Source: an optimization exercise on an open RTL-to-GDS flow (aim: small area). Production flows keep margins and buffers that such runs may drop.
Where RTL was checked, it was by simulation tests only, not by an equivalence proof against the original.
No functional check of the RTL was part of run 1.
No driver is modelled on the clock port, so clocking that relies on it looks cheaper here than on a real chip.
No activity file was given, so power comes from the tool's default toggle rates.

--- design/flow/config.mk ---
export PLATFORM = sky130hd
export DESIGN_NAME = top
export DESIGN_NICKNAME = top
export VERILOG_FILES = /design/flow/design.v
export SDC_FILE = /design/flow/constraint.sdc
export NUM_CORES = 4
export LEC_CHECK = 0
export CAP_MARGIN = 20
export CORE_MARGIN = 2
export CORE_UTILIZATION = 60
export SLEW_MARGIN = 20
--- design/flow/constraint.sdc ---
create_clock -name core_clock -period 10.0 [get_ports {clk}]
set_input_delay 2.0000 -clock core_clock [delete_from_list [all_inputs] [get_ports {clk}]]
set_output_delay 2.0000 -clock core_clock [all_outputs]
set_load 0.01 [all_outputs]
--- design/flow/design.v ---
module bs_timing(
    input  wire clk, reset,
    output wire game_tick, refresh_tick, active, hsync,
    output reg  [3:0] hc,
    output reg  [2:0] vc,
    output reg  vs
);
    reg [4:0] j10;           
    reg [4:0] c32;           
    reg [6:0] vr;            
    reg [2:0] r7;            
    wire j_is2 = j10[1] & ~j10[2];
    wire j_is7 = j10[2] & ~j10[1];
    wire j_is9 = j10[4] & ~j10[3];
    wire j_ge5 = j10[4];
    wire j_le8 = ~j_is9;
    wire c32_w = j_is9 & (&c32);
    wire hc_w  = c32_w & (hc == 4'd9);
    wire v_end = (vc == 3'd6) && (vr == 7'd92);
    wire vr_w  = (&vr) || v_end;
    always @(posedge clk) begin
        if (reset) begin
            j10 <= 5'b00111;       
            c32 <= 5'd0; hc <= 4'd0;
            vr <= 7'd48; vc <= 3'd0; r7 <= 3'b001; vs <= 1'b0;
        end else begin
            j10 <= {j10[3:0], ~j10[4]};
            r7  <= {r7[1:0], r7[2] ^ r7[1]};
            if (j_is9) c32 <= c32 + 5'd1;
            if (c32_w) hc <= (hc == 4'd9) ? 4'd0 : hc + 4'd1;
            if (hc_w) begin
                vr <= vr_w ? 7'd48 : vr + 7'd1;
                if (vr_w) vc <= v_end ? 3'd0 : vc + 3'd1;
            end
            vs <= (vc == 3'd6) && (vr == 7'd81 || vr == 7'd82);
        end
    end
    assign hsync = ((hc == 4'd8) && ((c32 > 5'd6) || (c32 == 5'd6 && j_ge5))) ||
                   ((hc == 4'd9) && ((c32 < 5'd12) || (c32 == 5'd12 && j_le8)));
    assign game_tick = j_is2 && (c32[3:0] == 4'd8) &&
                       (c32[4] ? (hc == 4'd3 || hc == 4'd8) : (hc == 4'd1 || hc == 4'd6));
    assign refresh_tick = j_is7 && (r7 == 3'b100);
    assign active = (hc < 4'd6) && (vc < 3'd6);
endmodule
module bs_debounce(
    input wire clk, reset, ce, raw,
    output wire btn
);
    reg a, b;
    always @(posedge clk) begin
        if (reset) begin
            a <= 1'b0; b <= 1'b0;
        end else if (ce) begin
            a <= raw & b;
            b <= raw | (b & ~a);
        end
    end
    assign btn = a;
endmodule
module bs_pos(
    input wire clk, reset, tick, inc, dec,
    output reg [2:0] dpos
);
    reg [1:0] mv;
    wire [2:0] pos = mv[0] ? dpos + 3'd1 : mv[1] ? dpos - 3'd1 : dpos;
    always @(posedge clk) begin
        if (reset) begin
            dpos <= 3'd0; mv <= 2'd0;
        end else if (tick) begin
            dpos <= pos;
            mv[0] <= inc && pos != 3'd5;
            mv[1] <= !(inc && pos != 3'd5) && dec && pos != 3'd0;
        end
    end
endmodule
module bs_attack(
    input wire clk, reset, tick, attack,
    input wire [2:0] dx, dy,
    output wire [35:0] att,
    output reg [3:0] miss
);
    reg [35:0] natt;         
    assign att = ~natt;
    localparam [35:0] SHIPS = 36'b000000000111111010000010110010000010;
    wire alive = (miss != 4'd15);
    wire [5:0] dxo, dyo;
    wire [35:0] dsel;
    genvar ci, cj;
    generate
        for (ci = 0; ci < 6; ci = ci + 1) begin : g_dec
            assign dxo[ci] = (dx == ci);
            assign dyo[ci] = (dy == ci);
            for (cj = 0; cj < 6; cj = cj + 1) begin : g_cell
                assign dsel[ci*6+cj] = dyo[ci] & dxo[cj];
            end
        end
    endgenerate
    wire dship = |(SHIPS & dsel);
    always @(posedge clk) begin
        if (reset) begin
            natt <= {36{1'b1}}; miss <= 4'd0;
        end else if (tick && attack && alive) begin
            natt <= natt & ~dsel;
            if (!dship) miss <= miss + 4'd1;
        end
    end
endmodule
module bs_lives(input wire [3:0] miss, output wire [14:0] lives);
    genvar li;
    generate
        for (li = 0; li < 15; li = li + 1) begin : g_lives
            assign lives[li] = (miss <= li);
        end
    endgenerate
endmodule
module bs_seg(
    input wire clk, reset, tick,
    input wire [35:0] att,
    input wire [3:0] miss,
    output reg seg_blank, seg_nwin
);
    localparam [35:0] SHIPS = 36'b000000000111111010000010110010000010;
    wire win = &(att | ~SHIPS);
    always @(posedge clk) begin
        if (reset) begin
            seg_blank <= 1'b1; seg_nwin <= 1'b1;
        end else if (tick) begin
            seg_blank <= !win && (miss != 4'd15);
            seg_nwin  <= !win;
        end
    end
endmodule
module bs_pixel(
    input wire active,
    input wire [3:0] hc,
    input wire [2:0] vc, dx, dy,
    input wire [35:0] att,
    output wire red, green
);
    localparam [35:0] SHIPS = 36'b000000000111111010000010110010000010;
    reg [5:0] arow, srow;
    always @(*) begin
        case (vc)
            3'd0: begin arow = att[5:0];   srow = SHIPS[5:0];   end
            3'd1: begin arow = att[11:6];  srow = SHIPS[11:6];  end
            3'd2: begin arow = att[17:12]; srow = SHIPS[17:12]; end
            3'd3: begin arow = att[23:18]; srow = SHIPS[23:18]; end
            3'd4: begin arow = att[29:24]; srow = SHIPS[29:24]; end
            default: begin arow = att[35:30]; srow = SHIPS[35:30]; end
        endcase
    end
    wire p_att  = hc[2] ? (hc[0] ? arow[5] : arow[4]) : arow[hc[1:0]];
    wire p_ship = hc[2] ? (hc[0] ? srow[5] : srow[4]) : srow[hc[1:0]];
    wire p_cur  = (hc[2:0] == dx) && (vc == dy);
    assign red   = active && (p_cur || (p_att && !p_ship));
    assign green = active && (p_cur || (p_att && p_ship));
endmodule
module top(
    input  wire clk, reset, raw_up, raw_down, raw_left, raw_right, raw_attack,
    output wire Hsync, Vsync,
    output wire [3:0] vgaRed,
    output wire [3:0] vgaGreen,
    output wire [3:0] vgaBlue,
    output wire [14:0] lives,
    output wire [3:0] an,
    output wire [6:0] seg
);
    wire game_tick, refresh_tick, active, hs, vs;
    wire [3:0] hc;
    wire [2:0] vc;
    bs_timing t(.clk(clk), .reset(reset), .game_tick(game_tick),
                .refresh_tick(refresh_tick), .active(active), .hsync(hs),
                .hc(hc), .vc(vc), .vs(vs));
    wire up, down, left, right, attack;
    bs_debounce d1(.clk(clk), .reset(reset), .ce(refresh_tick), .raw(raw_up),     .btn(up));
    bs_debounce d2(.clk(clk), .reset(reset), .ce(refresh_tick), .raw(raw_down),   .btn(down));
    bs_debounce d3(.clk(clk), .reset(reset), .ce(refresh_tick), .raw(raw_left),   .btn(left));
    bs_debounce d4(.clk(clk), .reset(reset), .ce(refresh_tick), .raw(raw_right),  .btn(right));
    bs_debounce d5(.clk(clk), .reset(reset), .ce(refresh_tick), .raw(raw_attack), .btn(attack));
    wire [2:0] dx, dy;
    bs_pos px(.clk(clk), .reset(reset), .tick(game_tick), .inc(right), .dec(left), .dpos(dx));
    bs_pos py(.clk(clk), .reset(reset), .tick(game_tick), .inc(down),  .dec(up),   .dpos(dy));
    wire [35:0] att;
    wire [3:0] miss;
    bs_attack ga(.clk(clk), .reset(reset), .tick(game_tick), .attack(attack),
                 .dx(dx), .dy(dy), .att(att), .miss(miss));
    bs_lives lv(.miss(miss), .lives(lives));
    wire seg_blank, seg_nwin;
    bs_seg sg(.clk(clk), .reset(reset), .tick(refresh_tick), .att(att), .miss(miss),
              .seg_blank(seg_blank), .seg_nwin(seg_nwin));
    assign seg = {1'b1, {3{seg_blank}}, {3{seg_nwin}}};
    assign an  = 4'b1110;
    wire red, green;
    bs_pixel pp(.active(active), .hc(hc), .vc(vc), .dx(dx), .dy(dy), .att(att),
                .red(red), .green(green));
    assign vgaRed   = {4{red}};
    assign vgaGreen = {4{green}};
    assign vgaBlue  = 4'd0;
    assign Hsync = hs;
    assign Vsync = vs;
endmodule
--- design/flow/flow/run.sh ---
#!/bin/bash
# Own layout flow: the standard synthesis and ORFS flow, with
#  - the combinational logic of the synthesised netlist remapped for area by
#    yosys/abc (&deepsyn, several seeds in parallel, the smallest kept); the
#    registers are untouched black boxes;
#  - synthesis buffers removed and every logic cell set to its smallest drive
#    strength (POST_SYNTH hook); timing is repaired by the standard steps;
#  - port buffers of the smallest buffer cell; tie cells shared, not one per pin;
#  - CTS without dummy loads, with small clock buffers, each then downsized
#    while the flip-flop clock-pin slews stay below 110 ps (POST_CTS hook).
set -euo pipefail
W=$(pwd)
R="$W/orfs/results/sky130hd/top/base"
# liberty without the platform's dont-use cells
python3 "$W/flow/striplib.py" "$FLOW_HOME/platforms/sky130hd/lib/sky130_fd_sc_hd__tt_025C_1v80.lib" "$W/rmp.lib" 'lpflow|probe' > "$W/log_striplib.txt" 2>&1
KNOBS=(
  "POST_SYNTH_TCL=$W/flow/post_synth.tcl"
  "POST_CTS_TCL=$W/flow/post_cts.tcl"
  "SKIP_REPAIR_TIE_FANOUT=1"
  "BUFFER_PORTS_ARGS=-buffer_cell sky130_fd_sc_hd__buf_1"
  "CTS_ARGS=-sink_clustering_enable -repair_clock_nets -dont_use_dummy_load -buf_list {sky130_fd_sc_hd__clkbuf_2 sky130_fd_sc_hd__clkbuf_4 sky130_fd_sc_hd__clkbuf_8}"
)
bash standard.sh "${KNOBS[@]}" "$R/1_2_yosys.v" > "$W/log_synth_yosys.txt" 2>&1
cp "$R/1_2_yosys.v" "$W/std_1_2_yosys.v"

mkdir -p "$W/remap"
best=""; best_area=""
for s in 1 2 3 4; do
  printf 'strash\n&get -n\n&deepsyn -T 20 -S %s\n&dch -f\n&nf -R 1000\n&put\ntopo\n' "$s" > "$W/remap/s$s.abc"
  sed -e "s|@LIB@|$W/rmp.lib|g" -e "s|@IN@|$W/std_1_2_yosys.v|" -e "s|@TOP@|$FLOW_TOP|" \
      -e "s|@SCRIPT@|$W/remap/s$s.abc|" -e "s|@STAT@|$W/remap/s$s.stat|" -e "s|@OUT@|$W/remap/s$s.v|" \
      "$W/flow/remap.ys.in" > "$W/remap/s$s.ys"
  yosys -s "$W/remap/s$s.ys" > "$W/log_remap_s$s.txt" 2>&1 &
done
wait
for s in 1 2 3 4; do
  a=$(grep -o "Chip area for module '\\\\$FLOW_TOP': [0-9.]*" "$W/remap/s$s.stat" | awk '{print $NF}' || true)
  echo "seed $s area $a" >> "$W/log_remap_pick.txt"
  if [[ -n "$a" && -s "$W/remap/s$s.v" ]]; then
    if [[ -z "$best" ]] || awk -v a="$a" -v b="$best_area" 'BEGIN{exit !(a<b)}'; then best=$s; best_area=$a; fi
  fi
done
echo "picked seed $best area $best_area" >> "$W/log_remap_pick.txt"
if [[ -n "$best" ]]; then cp "$W/remap/s$best.v" "$R/1_2_yosys.v"; fi

bash standard.sh "${KNOBS[@]}" synth > "$W/log_synth.txt" 2>&1
bash standard.sh "${KNOBS[@]}" finish > "$W/log_finish.txt" 2>&1
--- design/flow/flow/post_cts.tcl ---
proc my_worst_clk_slew {} {
  set w 0.0
  foreach p [get_pins -hierarchical */CLK] {
    if {[catch {get_property $p slew_max} s]} { continue }
    if {$s > $w} { set w $s }
  }
  return $w
}
proc my_downsize_clock_buffers { limit } {
  estimate_parasitics -placement
  set n 0
  foreach inst [get_cells *] {
    if {[catch {get_lib_cells -of_objects $inst} lc] || $lc == "" || $lc == "NULL"} { continue }
    set m [get_name $lc]
    if {![string match sky130_fd_sc_hd__clkbuf_* $m]} { continue }
    set area [get_property $lc area]
    foreach cand {sky130_fd_sc_hd__clkbuf_1 sky130_fd_sc_hd__clkbuf_2 sky130_fd_sc_hd__clkbuf_4} {
      set clc [lindex [get_lib_cells */$cand] 0]
      if {[get_property $clc area] >= $area} { continue }
      replace_cell $inst $clc
      estimate_parasitics -placement
      if {[my_worst_clk_slew] <= $limit} {
        incr n
        break
      }
      replace_cell $inst $lc
      estimate_parasitics -placement
    }
  }
  puts "my_downsize_clock_buffers: downsized $n, worst clock slew [my_worst_clk_slew]"
}
my_downsize_clock_buffers 0.110
detailed_placement
check_placement -verbose
estimate_parasitics -placement
--- design/flow/flow/post_synth.tcl ---
# Replace every combinational cell with the smallest-area cell of the same function and footprint.
proc my_downsize {} {
  set n 0
  set saved 0.0
  foreach inst [get_cells *] {
    set lc [get_lib_cells -of_objects $inst]
    set name [get_full_name $lc]
    set cname [get_name $lc]
    if {[regexp {df|dl|sdf|edf|conb|tap|fill|decap|clkbuf|clkinv|clkdly|dlygate|dlymetal|buf_|bufinv|inv_} $cname]} { continue }
    set eq [sta::find_equiv_cells $lc]
    set best $lc
    set barea [get_property $lc area]
    foreach c $eq {
      set cn [get_name $c]
      if {[regexp {lpflow|probe} $cn]} { continue }
      if {[regexp {probe|lpflow} $cn]} { continue }
      set a [get_property $c area]
      if {$a < $barea} { set best $c; set barea $a }
    }
    if {$best != $lc} {
      set saved [expr {$saved + [get_property $lc area] - $barea}]
      replace_cell $inst $best
      incr n
    }
  }
  puts "my_downsize: replaced $n cells, saved $saved um2"
}

sta::make_equiv_cells [sta::get_libs *]
remove_buffers
my_downsize
--- design/flow/flow/remap.ys.in ---
# Area remap of the combinational logic of the standard synthesis netlist.
# The flip-flop cells are kept as black boxes, so every register keeps its
# instance name and cell type.
read_liberty -ignore_miss_func @LIB@
setattr -mod -set blackbox 1 sky130_fd_sc_hd__dfxtp_1
read_verilog @IN@
hierarchy -top @TOP@
flatten
techmap
opt
abc -script @SCRIPT@ -liberty @LIB@
setattr -mod -set blackbox 1 sky130_fd_sc_hd__*
opt_clean -purge
setundef -zero
hilomap -singleton -hicell sky130_fd_sc_hd__conb_1 HI -locell sky130_fd_sc_hd__conb_1 LO
splitnets
insbuf -buf sky130_fd_sc_hd__buf_1 A X
opt_clean -purge
tee -o @STAT@ stat -liberty @LIB@
write_verilog -noexpr -noattr -nohex -nodec @OUT@
--- design/flow/flow/striplib.py ---
#!/usr/bin/env python3
# Copy a liberty file without the cells whose names match a pattern (dont-use cells).
import re, sys
src, dst, pat = sys.argv[1], sys.argv[2], re.compile(sys.argv[3])
text = open(src).read()
out = []
i = 0
cell_re = re.compile(r'\n(\s*)cell\s*\(\s*"?([\w]+)"?\s*\)\s*\{')
while True:
    m = cell_re.search(text, i)
    if not m:
        out.append(text[i:]); break
    # find matching brace
    j = m.end(); depth = 1
    while depth:
        c = text[j]
        if c == '{': depth += 1
        elif c == '}': depth -= 1
        j += 1
    out.append(text[i:m.start()])
    if not pat.search(m.group(2)):
        out.append(text[m.start():j])
    i = j
open(dst, 'w').write(''.join(out))
--- design/flow/standard.sh ---
#!/bin/bash
# synth_recipe.tcl (not shown) runs the flow's synth.tcl, then flattens the netlist and writes it again
# the make line also repeats each setting of config.mk as NAME=value (left out here)
make -C /OpenROAD-flow-scripts/flow DESIGN_CONFIG=/design/flow/config.mk WORK_HOME=/design/flow/orfs CLKGATE_MAP_FILE= SYNTH_SCRIPT=/design/flow/synth_recipe.tcl "${@:-finish}"
==> results of run 1 <==
-- metrics by stage --
step	hold slack [ns]	setup slack, ns	cells	area (um^2)
floorplan	0.3746	5.957	440	3747
global placement	0.3892	5.977	555	4004
detailed placement	0.3998	5.929	555	4004
global route	0.4355	4.829	564	4104
finish	0.4161	5.014	564	4104
-- cell type report --
type                    instances  area (um^2)
multi-input cells             341         1912
flip-flops and latches         90         1802
repair buffers                 40        161.4
fillers                       531         1887
inverters                       9        33.78
clock buffers                   9        101.3
well taps                      75        93.84
-- layer usage --
metal / global-route usage / up-vias / routed length [um]
met5: 0 / - / 0
met4: 0.1192 / 0 / 250
met3: 0.04274 / 29 / 536
met2: 0.4047 / 143 / 3914
met1: 0.3679 / 1599 / 4292
li1: - / 1756 / -
-- worst max-delay path: cells and delay by family, from the launching register on --
| kind | cells | cell delay (ns) |
|---|---|---|
| AO/OA/AOI/OAI | 6 | 1.11 |
| flip-flops | 1 | 0.48 |
| AND/OR/NAND/NOR | 1 | 0.38 |
| buffers and inverters | 1 | 0.18 |
-- power breakdown --
group / leakage [nW] / switching (mW) / internal [mW]
Combinational: 0.581 / 0.00899 / 0.00271
Sequential: 0.728 / 0.00138 / 0.360
Clock: 0.0535 / 0.110 / 0.0636
Total: 1.36 / 0.120 / 0.426
-- sequential cells by signal, summed over array words and instances, names as in the netlist, 2 cells and up --
register and cells:
ga.miss 4, ga.natt 36, px.dpos 3, px.mv 2
py.dpos 3, py.mv 2, t.c32 5, t.hc 4
t.j10 5, t.r7 3, t.vc 3, t.vr 7
-- layout by cell type, fill, tap and decap left out, drive strengths merged, types with 3 or more instances in the layout --
cell and instances:
dfxtp 90, nand3 11, o41ai 3, or3 3
nor4 6, xnor2 6, o22a 13, a31oi 5
clkinv 9, and3 9, nand2b 9, nand2 38
a32o 10, o22ai 8, o21ai 34, nor3 22
o2111ai 4, nor2 58, a21oi 53, buf 39
clkbuf 10, nand4 3, nor2b 7, and2 4
-- path summary, 6_finish.rpt --
| check | start | endpoint | slack, ns |
|---|---|---|---|
| min | t.j10[4] | t.j10[0] | 0.42 |
| min reg2reg | t.j10[4] | t.j10[0] | 0.42 |
| max reg2reg | t.hc[0] | ga.natt[5] | 6.68 |
| max | t.vc[0] | vgaGreen[1] | 5.01 |
==> impl_metrics.yaml, run 1 <==
flow_run:
  drv.max_cap_violation_count: 0
placed_design:
  buffer_ports.inserted: 37
  dp_hpwl_um: 6178
  place_congestion: 0.8884
status:
  status: "complete, no violations"
layout:
  share_of_post_route_cells_with_drive_strength_above_1: 0.02249
  fraction_of_the_core_area_covered_by_cells_at_the_end_of_the_flow: 0.6850
  num_antenna_cells: 0
  syn_to_final_growth_pct: 9.516
  num-nets-final: 498
route:
  vias_per_std_cell: 6.254
  post_drt_wl_per_cell_um: 15.95
  drt_wl_total_um: 8994
  detail_route.drc_violations: 0
  drt-pass1-iter-count: 6
  dr.first_iter.drc_count: 366
  detail-route-antenna-nets: 0
  via_count: 3527
synthesis:
  synth_area_per_cell_um2: 8.517
  postSynthNetCount: 447
  syn-cell-area_um2: 3747
  postSynthCellCount: 440
  yosysWarningCount: 6
die:
  dieHeight_um: 83.03
  die-area_um2: 6894
  design.portCount: 47
  initial_core_util: 0.6255
  floorplan.core_area_um2: 5991
  core.rowCount: 28
  die_width_um: 83.03
global_route:
  grt_pass1_vias: 3094
  gr-usage-all-layers: 0.2642
  number_of_antenna_violations_at_the_first_check_in_global_routing: 0
  overflow: 0
  pin_count_of_the_biggest_net_entering_global_routing: 62
  grt_pass1_wl_um: 14970
clock_tree:
  tritoncts_clock_tree: "yes"
  cts_sinks: 90
  clock_latency_ns: 0.83
  cts.clk_slew.worst_paths_ns: 0.10
critical_path:
  critical_path.cell_chain: "nand2b_1 -> o22a_1 -> o21ai_0 -> o41ai_1 -> o22ai_1 -> o21ai_0 -> a21oi_1 -> buf_1"
  timing.critical_path.fanout_max: 10
  cp_slowest_stage_delay_ns: 0.48
  timing.critical_path.mode_cell: "sky130_fd_sc_hd__o21ai_0"
  worstSetupEndpointType: "output port"
  crit_path_start_kind: "register"
  critical-path-slowest-cell: "sky130_fd_sc_hd__dfxtp_1"
  worstPathArrival_ns: 2.99
  worst-r2r-cell-count: 11
  path_class: "reg -> out"
  worst_ep_required_time_ns: 8.00
sta:
  timing_worst_slew_pin_value_ns: 0.9970
  final-hold-violation-count: 0
  setup_total_negative_slack_ns: 0
  clock_skew_ns: 0.03709
  max_freq_mhz: 200.6
  rsz0062_at_grt: "false"
  final.period_utilization: 0.4986
  drv_slew: 0
  timing.slew.headroom: 0.3303
  report.final.setup_viol: 0
  final_period_minus_worst_setup_slack_ns: 4.986
power:
  overall_power_mw: 0.5466
  leakagePower_nw: 1.363
  cellPowerDensity_nw_per_um2: 133.2
  ir_drop_uv: 104.6
worst_hold_path:
  worstHoldPathType: "reg -> reg"
  min_delay_path_depth: 1
==> run 2: changes to the inputs <==
--- a/design/flow/design.v
+++ b/design/flow/design.v
@@ -9,3 +9,4 @@
     reg [4:0] c32;           
-    reg [6:0] vr;            
+    reg [2:0] va;            
+    reg [3:0] vb;            
     reg [2:0] r7;            
@@ -18,4 +19,5 @@
     wire hc_w  = c32_w & (hc == 4'd9);
-    wire v_end = (vc == 3'd6) && (vr == 7'd92);
-    wire vr_w  = (&vr) || v_end;
+    wire v_end = (vc == 3'd6) && (va == 3'd2) && (vb == 4'd12);
+    wire vb_w  = (vb == 4'd15);
+    wire vr_w  = (vb_w && va == 3'd4) || v_end;
     always @(posedge clk) begin
@@ -24,3 +26,3 @@
             c32 <= 5'd0; hc <= 4'd0;
-            vr <= 7'd48; vc <= 3'd0; r7 <= 3'b001; vs <= 1'b0;
+            va <= 3'd0; vb <= 4'd0; vc <= 3'd0; r7 <= 3'b001; vs <= 1'b0;
         end else begin
@@ -31,6 +33,8 @@
             if (hc_w) begin
-                vr <= vr_w ? 7'd48 : vr + 7'd1;
+                vb <= v_end ? 4'd0 : vb + 4'd1;
+                if (vr_w) va <= 3'd0;
+                else if (vb_w) va <= va + 3'd1;
                 if (vr_w) vc <= v_end ? 3'd0 : vc + 3'd1;
             end
-            vs <= (vc == 3'd6) && (vr == 7'd81 || vr == 7'd82);
+            vs <= (vc == 3'd6) && (va == 3'd2) && (vb == 4'd1 || vb == 4'd2);
         end
==> run 2 against run 1 <==
Against the previous run:
- design area down 0.49%
- global-route usage is 1.3 points lower
- synthesized area shrank 0.37%
- register-to-register slack gained 0.38 ns
- sequential cell count did not move
- critical endpoint is now vgaRed[3]
- still clean
- critical path depth unchanged
==> impl_metrics.yaml, run 2 <==
placed_design:
  place_congestion: 0.8800
  dp_hpwl_um: 5944
  buffer_ports.inserted: 37
die:
  design.portCount: 47
  die_width_um: 82.89
  die-area_um2: 6870
  floorplan.core_area_um2: 5956
  core.rowCount: 28
  dieHeight_um: 82.89
  initial_core_util: 0.6269
worst_hold_path:
  worstHoldPathType: "reg -> reg"
clock_tree:
  tritoncts_clock_tree: "yes"
  cts_sinks: 90
  clock_latency_ns: 0.77
  cts.clk_slew.worst_paths_ns: 0.09
route:
  drt-pass1-iter-count: 5
  post_drt_wl_per_cell_um: 15.36
  detail_route.drc_violations: 0
  via_count: 3455
  vias_per_std_cell: 6.126
  dr.first_iter.drc_count: 221
  detail-route-antenna-nets: 0
  drt_wl_total_um: 8665
synthesis:
  postSynthNetCount: 447
  syn-cell-area_um2: 3734
  postSynthCellCount: 440
  yosysWarningCount: 6
  synth_area_per_cell_um2: 8.485
global_route:
  grt_pass1_vias: 3051
  overflow: 0
  number_of_antenna_violations_at_the_first_check_in_global_routing: 0
  grt_pass1_wl_um: 14240
  pin_count_of_the_biggest_net_entering_global_routing: 61
  gr-usage-all-layers: 0.2515
critical_path:
  crit_path_start_kind: "register"
  path_class: "reg -> out"
  worstSetupEndpointType: "output port"
  worst_ep_required_time_ns: 8.00
  timing.critical_path.fanout_max: 14
  worstPathArrival_ns: 2.95
layout:
  biggestRegsByFlops: "ga.natt (36), t.c32 (5), t.j10 (5)"
  largest-register: "ga.natt"
  num_antenna_cells: 0
  leading_cell_types_in_the_layout_fill_and_taps_excluded: "sky130_fd_sc_hd__dfxtp_1, sky130_fd_sc_hd__nor2_1, sky130_fd_sc_hd__a21oi_1"
  num-nets-final: 498
  mostFrequentLayoutCell: "sky130_fd_sc_hd__dfxtp_1"
  syn_to_final_growth_pct: 9.383
  share_of_post_route_cells_with_drive_strength_above_1: 0.02454
  nFillCells: 512
  largest_reg_flops: 36
sta:
  final_period_minus_worst_setup_slack_ns: 4.954
  drv_slew: 0
  final-hold-violation-count: 0
  report.final.setup_viol: 0
  timing_worst_slew_pin_value_ns: 0.9898
  rsz0062_at_grt: "false"
  hold_slack_ns: 0.4218
  setup_total_negative_slack_ns: 0
  final.period_utilization: 0.4954
  clock_skew_ns: 0.04084
  timing.slew.headroom: 0.3351
  max_freq_mhz: 201.8
power:
  overall_power_mw: 0.5336
  leakagePower_nw: 1.435
  ir_drop_uv: 110.3
  cellPowerDensity_nw_per_um2: 130.7
status:
  status: "complete, no violations"
flow_run:
  drv.max_cap_violation_count: 0
==> run 2: changes by cell type in the layout (fill, tap and decap cells not counted), moves of 5 or more <==
| cell | delta |
|---|---|
| sky130_fd_sc_hd__nand2_1 | -18 |
| sky130_fd_sc_hd__o22a_1 | -11 |
| sky130_fd_sc_hd__nor2_1 | +21 |
| sky130_fd_sc_hd__and2_0 | +5 |
| sky130_fd_sc_hd__o21ai_0 | -7 |
| sky130_fd_sc_hd__a21oi_1 | +5 |
| sky130_fd_sc_hd__xor2_1 | +6 |
==> run 2: area by class of cell <==
| cell class | instances | area, um^2 | share of cell area |
|---|---|---|---|
| Tap cell | 75 | 93.84 | 0.02298 |
| Inverter | 7 | 26.28 | 0.006434 |
| Multi-Input combinational cell | 343 | 1912 | 0.4681 |
| Timing Repair Buffer | 40 | 161.4 | 0.03952 |
| Clock buffer | 9 | 88.84 | 0.02175 |
| Sequential cell | 90 | 1802 | 0.4412 |
==> run 2: critical path, cell delays in order, from the launching register on <==
cell,delay (ns)
sky130_fd_sc_hd__dfxtp_1,0.57
sky130_fd_sc_hd__nand2b_1,0.12
sky130_fd_sc_hd__or2_0,0.32
sky130_fd_sc_hd__o221ai_1,0.22
sky130_fd_sc_hd__nor3_1,0.06
sky130_fd_sc_hd__o41ai_1,0.30
sky130_fd_sc_hd__o21ai_0,0.18
sky130_fd_sc_hd__a21oi_1,0.26
sky130_fd_sc_hd__buf_1,0.20
==> run 2: stage by stage <==
stage / worst slack [ns] / std cells / area, um^2 / util
floorplan: 5.850 / 440 / 3734 / -
global placement: 5.876 / 555 / 3990 / 0.6700
detailed placement: 5.857 / 555 / 3990 / 0.6700
global route: 4.720 / 564 / 4084 / 0.6857
finish: 5.046 / 564 / 4084 / 0.6857
==> run 2: where the power goes <==
part	switching, mW	total [mW]	internal (mW)	leakage, nW
clock	0.105	0.160	0.0550	0.0483
combinational	0.00907	0.0118	0.00278	0.659
sequential	0.00145	0.362	0.360	0.728
total	0.116	0.534	0.418	1.44
==> run 2: routing by layer <==
| metal | track usage | wire [um] |
|---|---|---|
| met1 | 0.3437 | 4104 |
| met2 | 0.3886 | 3957 |
| met3 | 0.04374 | 411 |
| met4 | 0.1177 | 191 |
| met5 | 0 | 0 |
==> run 2: path summary, 6_finish.rpt <==
kind              cells after the start  slack [ns]           to     start
hold reg to reg                       1        0.42     t.j10[0]  t.j10[4]
setup reg to reg                     10        7.06  ga.natt[12]   t.hc[1]
setup / recovery                      8        5.05    vgaRed[3]   t.vc[0]
hold / removal                        1        0.42     t.j10[0]  t.j10[4]
==> run 3: changes to the inputs <==
--- a/design/flow/flow/run.sh
+++ b/design/flow/flow/run.sh
@@ -3,3 +3,3 @@
 #  - the combinational logic of the synthesised netlist remapped for area by
-#    yosys/abc (&deepsyn, several seeds in parallel, the smallest kept); the
+#    yosys/abc (&deepsyn, 8 seeds, 4 at a time, the smallest kept); the
 #    registers are untouched black boxes;
@@ -27,4 +27,4 @@
 best=""; best_area=""
-for s in 1 2 3 4; do
-  printf 'strash\n&get -n\n&deepsyn -T 20 -S %s\n&dch -f\n&nf -R 1000\n&put\ntopo\n' "$s" > "$W/remap/s$s.abc"
+for s in 1 2 3 4 5 6 7 8; do
+  printf 'strash\n&get -n\n&deepsyn -T 40 -S %s\n&dch -f\n&nf -R 1000\n&put\ntopo\n' "$s" > "$W/remap/s$s.abc"
   sed -e "s|@LIB@|$W/rmp.lib|g" -e "s|@IN@|$W/std_1_2_yosys.v|" -e "s|@TOP@|$FLOW_TOP|" \
@@ -33,5 +33,6 @@
   yosys -s "$W/remap/s$s.ys" > "$W/log_remap_s$s.txt" 2>&1 &
+  if [[ $s == 4 ]]; then wait; fi
 done
 wait
-for s in 1 2 3 4; do
+for s in 1 2 3 4 5 6 7 8; do
   a=$(grep -o "Chip area for module '\\\\$FLOW_TOP': [0-9.]*" "$W/remap/s$s.stat" | awk '{print $NF}' || true)
==> run 3 against run 2 <==
Against the previous run:
- sequential cell count did not move
- die area did not move
- still clean
- synthesized cell count did not move
- sequential share of layout area did not move
- combinational power barely moved
- power did not move
- utilization did not move
- worst setup slack did not move
- fmax did not move
- global-route usage did not move
- first-iteration DRC count did not move
- largest power group unchanged
==> impl_metrics.yaml, run 3 <==
layout:
  mostFrequentLayoutCell: "sky130_fd_sc_hd__dfxtp_1"
  nFillCells: 512
  syn_to_final_growth_pct: 9.383
  largest_reg_flops: 36
  share_of_post_route_cells_with_drive_strength_above_1: 0.02454
  num_antenna_cells: 0
  num-nets-final: 498
  largest-register: "ga.natt"
  leading_cell_types_in_the_layout_fill_and_taps_excluded: "sky130_fd_sc_hd__dfxtp_1, sky130_fd_sc_hd__nor2_1, sky130_fd_sc_hd__a21oi_1"
  final_cell_count_no_fill: 564
  biggestRegsByFlops: "ga.natt (36), t.c32 (5), t.j10 (5)"
sta:
  timing_worst_slew_pin_value_ns: 0.9898
  final-hold-violation-count: 0
  final.period_utilization: 0.4954
  rsz0062_at_grt: "false"
  clock_skew_ns: 0.04084
  setup_total_negative_slack_ns: 0
  timing.slew.headroom: 0.3351
  hold_slack_ns: 0.4218
  report.final.setup_viol: 0
  final_period_minus_worst_setup_slack_ns: 4.954
  drv_slew: 0
  max_freq_mhz: 201.8
clock_tree:
  cts.clk_slew.worst_paths_ns: 0.09
  tritoncts_clock_tree: "yes"
  clock_latency_ns: 0.77
  cts_sinks: 90
placed_design:
  place_congestion: 0.8800
  buffer_ports.inserted: 37
  dp_hpwl_um: 5944
  number_of_placed_instances_with_taps_included: 555
route:
  routedLengthMet1_um: 4104
  drt-pass1-iter-count: 5
  dr_wl_met2_um: 3957
  via_count: 3455
  detail_route.drc_violations: 0
  post_drt_wl_per_cell_um: 15.36
  drt_wl_total_um: 8665
  dr.first_iter.drc_count: 221
  detail-route-antenna-nets: 0
  topRoutingLayerUsed: "met4"
  met3WireLength_um: 411
  vias_per_std_cell: 6.126
die:
  die_width_um: 82.89
  initial_core_util: 0.6269
  design.portCount: 47
  floorplan.core_area_um2: 5956
  core.rowCount: 28
  die-area_um2: 6870
  dieHeight_um: 82.89
global_route:
  overflow: 0
  pin_count_of_the_biggest_net_entering_global_routing: 61
  gr-usage-all-layers: 0.2515
  grt_pass1_vias: 3051
  number_of_antenna_violations_at_the_first_check_in_global_routing: 0
  grt_pass1_wl_um: 14240
critical_path:
  crit_path_start_kind: "register"
  r2r-start: "t.hc[1]"
  critical_path.reg2reg.endpoint: "ga.natt[12]"
  worst_ep_required_time_ns: 8.00
  path_class: "reg -> out"
  setup.reg_to_reg.worst_slack_ns: 7.06
  worstPathArrival_ns: 2.95
  timing.critical_path.fanout_max: 14
  worst-r2r-cell-count: 10
  worstSetupEndpointType: "output port"
synthesis:
  synth_area_per_cell_um2: 8.485
  syn-cell-area_um2: 3734
  postSynthCellCount: 440
  yosysWarningCount: 6
  postSynthNetCount: 447
worst_hold_path:
  min_from: "t.j10[4]"
  worstHoldPathType: "reg -> reg"
  hold_worst_path_end: "t.j10[0]"
  min_delay_path_depth: 1
power:
  ir_drop_uv: 110.3
  leakagePower_nw: 1.435
  cellPowerDensity_nw_per_um2: 130.7
status:
  status: "complete, no violations"
flow_run:
  drv.max_cap_violation_count: 0
[run 3: per-stage QoR]
stage | instance area (um^2) | utilization | setup WS (ns) | power (mW)
6_report | 4084 | 0.6857 | 5.046 | 0.5336
5_1_grt | 4084 | 0.6857 | 4.720 | 0.5511
3_5_place_dp | 3990 | 0.6700 | 5.857 | 0.3816
3_3_place_gp | 3990 | 0.6700 | 5.876 | 0.3814
2_1_floorplan | 3734 | - | 5.850 | 0.3752
[run 3: layer usage]
metal / GRT usage / up-vias
li1: - / 1721
met1: 0.3437 / 1608
met2: 0.3886 / 106
met3: 0.04374 / 20
met4: 0.1177 / 0
met5: 0 / -
[run 3: cell type report]
type / instances / area (um^2) / area share
clock buffer: 9 / 88.84 / 0.02175
tap: 75 / 93.84 / 0.02298
inverter: 7 / 26.28 / 0.006434
timing repair buffer: 40 / 161.4 / 0.03952
multi-input combinational: 343 / 1912 / 0.4681
sequential: 90 / 1802 / 0.4412
[run 3: worst max-delay path, cell delays in order, from the launching register on]
cell	delay [ns]
sky130_fd_sc_hd__dfxtp_1	0.57
sky130_fd_sc_hd__nand2b_1	0.12
sky130_fd_sc_hd__or2_0	0.32
sky130_fd_sc_hd__o221ai_1	0.22
sky130_fd_sc_hd__nor3_1	0.06
sky130_fd_sc_hd__o41ai_1	0.30
sky130_fd_sc_hd__o21ai_0	0.18
sky130_fd_sc_hd__a21oi_1	0.26
sky130_fd_sc_hd__buf_1	0.20
[run 3: worst max path at each step]
stage / from / to / slack, ns
finish: t.vc[0] / vgaRed[3] / 5.05
global route: t.vc[0] / vgaRed[1] / 4.72
detailed placement: reset / t.va[0] / 5.86
global placement: reset / t.va[2] / 5.88
floorplan: t.vc[0] / vgaRed[0] / 5.85
[run 3: report_power, final]
| part | internal (mW) | total, mW | switching (mW) |
|---|---|---|---|
| clock | 0.0550 | 0.160 | 0.105 |
| sequential | 0.360 | 0.362 | 0.00145 |
| combinational | 0.00278 | 0.0118 | 0.00907 |

==> port drivers added, routing unchanged <==
The results above use ideal ports. As a check the final layouts listed here were re-extracted and re-timed, cells and wires unchanged. Step 1 assumes that a clkbuf_16 drives the clock port and a buf_2 every other input. Step 2 moves the port delays by t, midway between the first and last clock arrival at a register: inputs arrive t later, outputs are due t later. That takes back most of the time a late clock gives input paths. a / b / c = no drivers / after step 1 / after step 2; a / b = the first two.
run | t, ns | setup WS [ns] | hold WS [ns] | clock arrival spread, ns | slew at the worst register clock pin (ns)
run 1 | 0.843 | 5.014 / 4.983 / 5.826 | 0.416 / 0.416 / 0.416 | 0.038 / 0.037 | 0.10 / 0.10
run 2 | 0.778 | 5.046 / 5.017 / 5.794 | 0.422 / 0.422 / 0.422 | 0.041 / 0.041 | 0.11 / 0.11
run 3 | 0.778 | 5.046 / 5.017 / 5.794 | 0.422 / 0.422 / 0.422 | 0.041 / 0.041 | 0.11 / 0.11
After both steps setup and hold are still met in every run listed.
